What follows belongs to an exercise in optimizing a design on an open flow for small area, a short achievable clock period and few clock cycles per item; a production flow would make more cautious choices.
Function was not checked in any run shown here: the RTL went through the layout flow alone.

==> flow/design.v (outline; a module is shown in full before it is edited, if it fits) <==
// module tanh: 1533 lines
// module tanh_fa: 4 lines
// module tanh_ha: 4 lines
module tanh (
    input  clk,
    input  rst,
    input  [13:0] i_x,
    input  i_valid,
    output o_ready,
    output [13:0] o_fx,
    output o_valid,
    input  i_ready
);
  // ...
==> flow/run.sh <==
#!/bin/bash
# synth_recipe.tcl (not shown) runs the flow's synth.tcl, then flattens the netlist and writes it again
# the make line also repeats each setting of config.mk as NAME=value (left out here)
make -C /OpenROAD-flow-scripts/flow DESIGN_CONFIG=/design/flow/config.mk WORK_HOME=/design/flow/orfs CLKGATE_MAP_FILE= SYNTH_SCRIPT=/design/flow/synth_recipe.tcl finish
==> flow/config.mk <==
export PLATFORM = sky130hd
export DESIGN_NAME = tanh
export DESIGN_NICKNAME = tanh
export VERILOG_FILES = /design/flow/design.v
export SDC_FILE = /design/flow/constraint.sdc
export NUM_CORES = 4
export LEC_CHECK = 0
export CAP_MARGIN = 20
export CORE_MARGIN = 2
export CORE_UTILIZATION = 40
export SETUP_SLACK_MARGIN = 5
export SLEW_MARGIN = 20
export SYNTH_HIERARCHICAL = 1
export SYNTH_MINIMUM_KEEP_SIZE = 0
==> flow/constraint.sdc <==
create_clock -name core_clock -period 8.0 [get_ports {clk}]
set_input_delay 1.6000 -clock core_clock [delete_from_list [all_inputs] [get_ports {clk}]]
set_output_delay 1.6000 -clock core_clock [all_outputs]
set_load 0.01 [all_outputs]
==> impl_results.md, run 1 <==
- Status: timing/DRC/antenna clean
- Syn Area/Cell: 13.0 um^2
- Worst path top cell family by delay: adder cells
- Detailed Routing Iterations Pass 1: 16
- Syn Inst Count: roughly 3,300
- # IOs: 34
- Fin Setup TNS: 0 ns
- R2R Setup Slk: between 4 and 5 ns
- Leading cell kind: multi-input gates
- Layout fillers: just over 9,000
- Arr. time, crit path: approximately 4 ns
- Detail Route Antenna Nets: 0
- DR iter-0 viols: between 1,500 and 2,000
- Finish-stage setup viols: 0
- Met3 wire len: 3570 um
- Crit. Startpoint: m6_hc[1]
- Vias per inst: 5.19
- H-tree depth: 3
- Relative slew slack: about 25%
- Reg2Reg Depth: 12
- Non-clock buffer share of cell area: approximately 7.1%
- Num rows: between 100 and 150
- Asr flop ratio synth: 0%
- Synth Area in Compound Gates: a little over a tenth
- Most frequent cell after synthesis: edfxtp_1
- Post CTS Setup Buffer Count: 210
- Final period util: between 40% and 50%
- Worst Slack Setup Final: 4.48 ns
- Met1 Use GR: between 20% and 30%
- CP Depth: 12
- Logic inverters: just under 300
- Main synth FF type: edfxtp_1
- Placeable Area: ~0.11 mm^2
==> run 2: changes to the inputs <==
--- a/flow/config.mk
+++ b/flow/config.mk
@@ -8,7 +8,7 @@
 export CAP_MARGIN = 20
 export CORE_MARGIN = 2
 export CORE_UTILIZATION = 40
-export SETUP_SLACK_MARGIN = 5
+export SETUP_SLACK_MARGIN = 4.5
 export SLEW_MARGIN = 20
 export SYNTH_HIERARCHICAL = 1
 export SYNTH_MINIMUM_KEEP_SIZE = 0
==> run 2 against run 1 <==
  * Still clean
  * Synthesized area stayed put
  * Final cell count down 6.0%
  * First-iteration DRC count is 0.23% higher
  * Die area is the same
  * Global-route usage is 0.93 points lower
  * Sequential cell count stayed put
  * Clock-buffer cell count decreased by 1
  * Maximum frequency increased by 0.87%
  * Worst hold slack lost 0.0061 ns
==> impl_results.md, run 2 <==
- Placement Cell Area: between 0.04 and 0.05 mm^2
- Util after Layout: roughly 45%
- Worst Slack Setup Final: 4.51 ns (+0.0303 ns)
- Slowest stage delay, CP: roughly 0.53 ns
- Vias in the first global route: about 25,000
- Post-Place Setup Slack: 3.93 ns
- Crit path capture type: flop
- Yosys cell types: 63
- Worst-skew pair later-pin latency: roughly 0.64 ns
- Main synth FF type: edfxtp_1
- Hold crit path type: reg2reg
- Final Hold Violating Endpoints: 0
- Met2 GRT Util: about a quarter
- First-pass GRT wire length: around 140,000 um
- Finish-stage setup viols: 0 (unchanged)
- TritonCTS clock tree: built
- Slew Limit Fails: 0
- Commonest non-fill, non-tap cell in the layout: edfxtp_1
- Post-DP HPWL: roughly 55,000 um
- Hold slack: between 0.4 and 0.5 ns
- Final instance area: 0.0473 mm^2
- Largest net degree at the start of global routing: ~180
- Post-synth EDFFs: 634
- Max Fclk: between 200 and 300 MHz
- Detailed Routing Iterations Pass 1: 16 (unchanged)
- RSZ-0062 raised after global routing: true
- Layout fillers: 9,560 (+4.8%)
- Die height: about 330 um
- Post-layout minimum cycle time: around 3.5 ns
- CP Max Fanout: 3
- Asr flop ratio synth: 0% (unchanged)
- Synth top area share: 44.7%
- Port Buffer Count: 33
- Worst path top cell family by delay: adder cells
- Root cell of the clock tree: clkbuf_16
- Critical Path Source Type: flop
- Setup CP Type: reg2reg
- Width of the chip: between 300 and 400 um
- Post-synth net total: 3,940
- Vias: roughly 24,000
- Top cells by count, synth: edfxtp_1, xnor2_1, a22oi_1, ha_1, fa_1
- Grt ovf: 0
- Synth warnings: 7
- Ranking of synthesized cells by area: edfxtp_1, fa_1, ha_1
- Post-synthesis cell type with the largest combined area: edfxtp_1
- Commonest cells after routing, fill and taps aside: edfxtp_1, xnor2_1, a22oi_1
- Met1 Use GR: 20.3% (-1.4 points)
- Slew @ Worst Pin: 1.01 ns
- Die area: 0.109 mm^2
- Diode count: 0
- Clock Pin Slew Worst Setup and Hold Paths: around 0.070 ns
- Relative slew slack: 32.5% (+7.7 points)
- # IOs: 34 (unchanged)
- Final Non-Filler Cells: between 4,000 and 5,000
- Syn Inst Count: 3,269 (unchanged)
- Starting density of the core: a little over 40%
- Routed length per placed instance: around 17 um
- Clock buffer depth: 3
- H-tree depth: 3 (unchanged)
- DRC: 0
- #FFs+latches synth: 651
- Placer Congestion: approximately 0.80
- WP data required: between 8 and 9 ns
- Hold buffer count at CTS: 0
- Met3 GRT Util: 2.07%
- CP Buf/Inv Count: 2
- Seq/Total Area, Yosys: between 40% and 50%
- Mapped cell area: about 0.043 mm^2
- Fin Setup TNS: 0 ns (unchanged)
- Clock sink count: 651
- Layout Skew: around 0.030 ns
- Syn Area/Cell: 13.0 um^2 (unchanged)
- Worst path cell trace: inv_2, fa_1, inv_1, fa_2, ha_4, nand4b_1, a221oi_4, a311oi_2, o31ai_2, a31oi_1, xnor2_1, mux2_2
- DR iter-0 viols: 1,736 (+0.23%)
- Maxcap violations: 0
- Num rows: 119 (unchanged)
- Arr. time, crit path: 3.86 ns (-0.07 ns)
- Final period util: 43.7% (-0.38 points)
- Share of cells above drive strength 1: around 8.6%
- Status: timing/DRC/antenna clean
- Most frequent cell after synthesis: edfxtp_1
- Placeable Area: 0.105 mm^2 (unchanged)
- Vias per inst: 5.21 (+0.30%)
- Initial antenna violation count: 0
- Syn-to-layout area delta: 11.1%
- Inst Count DP: ~4,500
- GRT Util Overall: about 15%
- Global routing's busiest layer: met2
- Detail Route Antenna Nets: 0 (unchanged)
- Total Routed Length: a little over 80,000 um
- CP max stage cell: fa_1
- Total CTS buffers: between 70 and 80
- Final nets: just under 4,000
-- run 2: changes by cell type in the layout (fill, tap and decap cells not counted), moves of 15 or more --
cell	delta
inv_1	+17
buf_4	-240
dlygate4sd2_1	-15
inv_2	-16
ha_1	+39
a22oi_1	+31
buf_6	-18
ha_4	-32
a22oi_2	-31
clkdlybuf4s50_1	+16
buf_12	-34
-- run 2: area by class of cell --
type	count	area (um^2)	area share, %
Clock inverter	46	512	1.08
Sequential cell	651	19400	40.9
Tap cell	1391	1740	3.68
Multi-Input combinational cell	2123	21600	45.7
Timing Repair Buffer	115	1050	2.22
Clock buffer	87	1910	4.04
Inverter	292	1100	2.32
-- run 2: metal layers --
layer | part of all wire [%] | up-vias
li1 | - | 11600
met4 | 1.8 | 0
met3 | 3.7 | 112
met5 | 0 | -
met2 | 50 | 461
met1 | 45 | 12400
-- run 2: kinds of logic after synthesis --
kind of cell,count (synthesis),synth area share [%]
AOI/OAI and AO/OA,623,10.5
xor gates and xnor gates,483,9.93
adders and majority gates,653,24.6
buffers and inverters,495,4.36
DFF,651,45.5
muxes,54,1.40
and+or+nand+nor,310,3.69
-- run 2: worst paths after layout --
kind	startpoint	to	slack [ns]	cells past startpoint
setup / recovery	m6_hb[1]	e0[13]	4.51	12
hold / removal	x_s9[11]	x_s10[11]	0.41	0
setup reg to reg	m6_hb[1]	e0[13]	4.51	12
hold reg to reg	x_s9[11]	x_s10[11]	0.41	0
-- run 2: what timing repair did --
item                                   in CTS  in global routing
resized for setup                          17                 31
endpoints found under the hold margin       0                  0
pin swaps                                  14                 11
setup endpoints to repair                  99                101
setup buffers                              45                 20
-- run 2: per-module statistics from Yosys (local to each module, per instance) --
module,times used,area [um^2],cells inside,flip-flops and latches
tanh,1,36200,2916,651
tanh_fa,269,20.0,1,0
tanh_ha,84,12.5,1,0

-- static timing again, ports no longer ideal --
Ports are ideal in the flow. The routed layouts listed here were re-timed in OpenROAD. Step 1: set_driving_cell puts a clkbuf_16 on clk and a buf_2 on each other input, an assumption about the parent block. Step 2 moves the port delays by t, midway between the first and last clock arrival at a register: inputs arrive t later, outputs are due t later. That takes back most of the time a late clock gives input paths. Slacks: ideal / step 1 / step 2; pairs: ideal / step 1.
run	t, ns	slack for setup (ns)	worst register clock-pin slew, ns	worst data-port slew with drivers (ns)
run 1	0.696	4.476 / 4.476 / 4.476	0.07 / 0.07	0.04
run 2	0.688	4.506 / 4.506 / 4.384	0.07 / 0.07	0.04
After both steps every run listed still meets setup and hold. The setup slack of run 2, which loses most, moves by 0.000 ns with the drivers and by -0.122 ns with both steps.
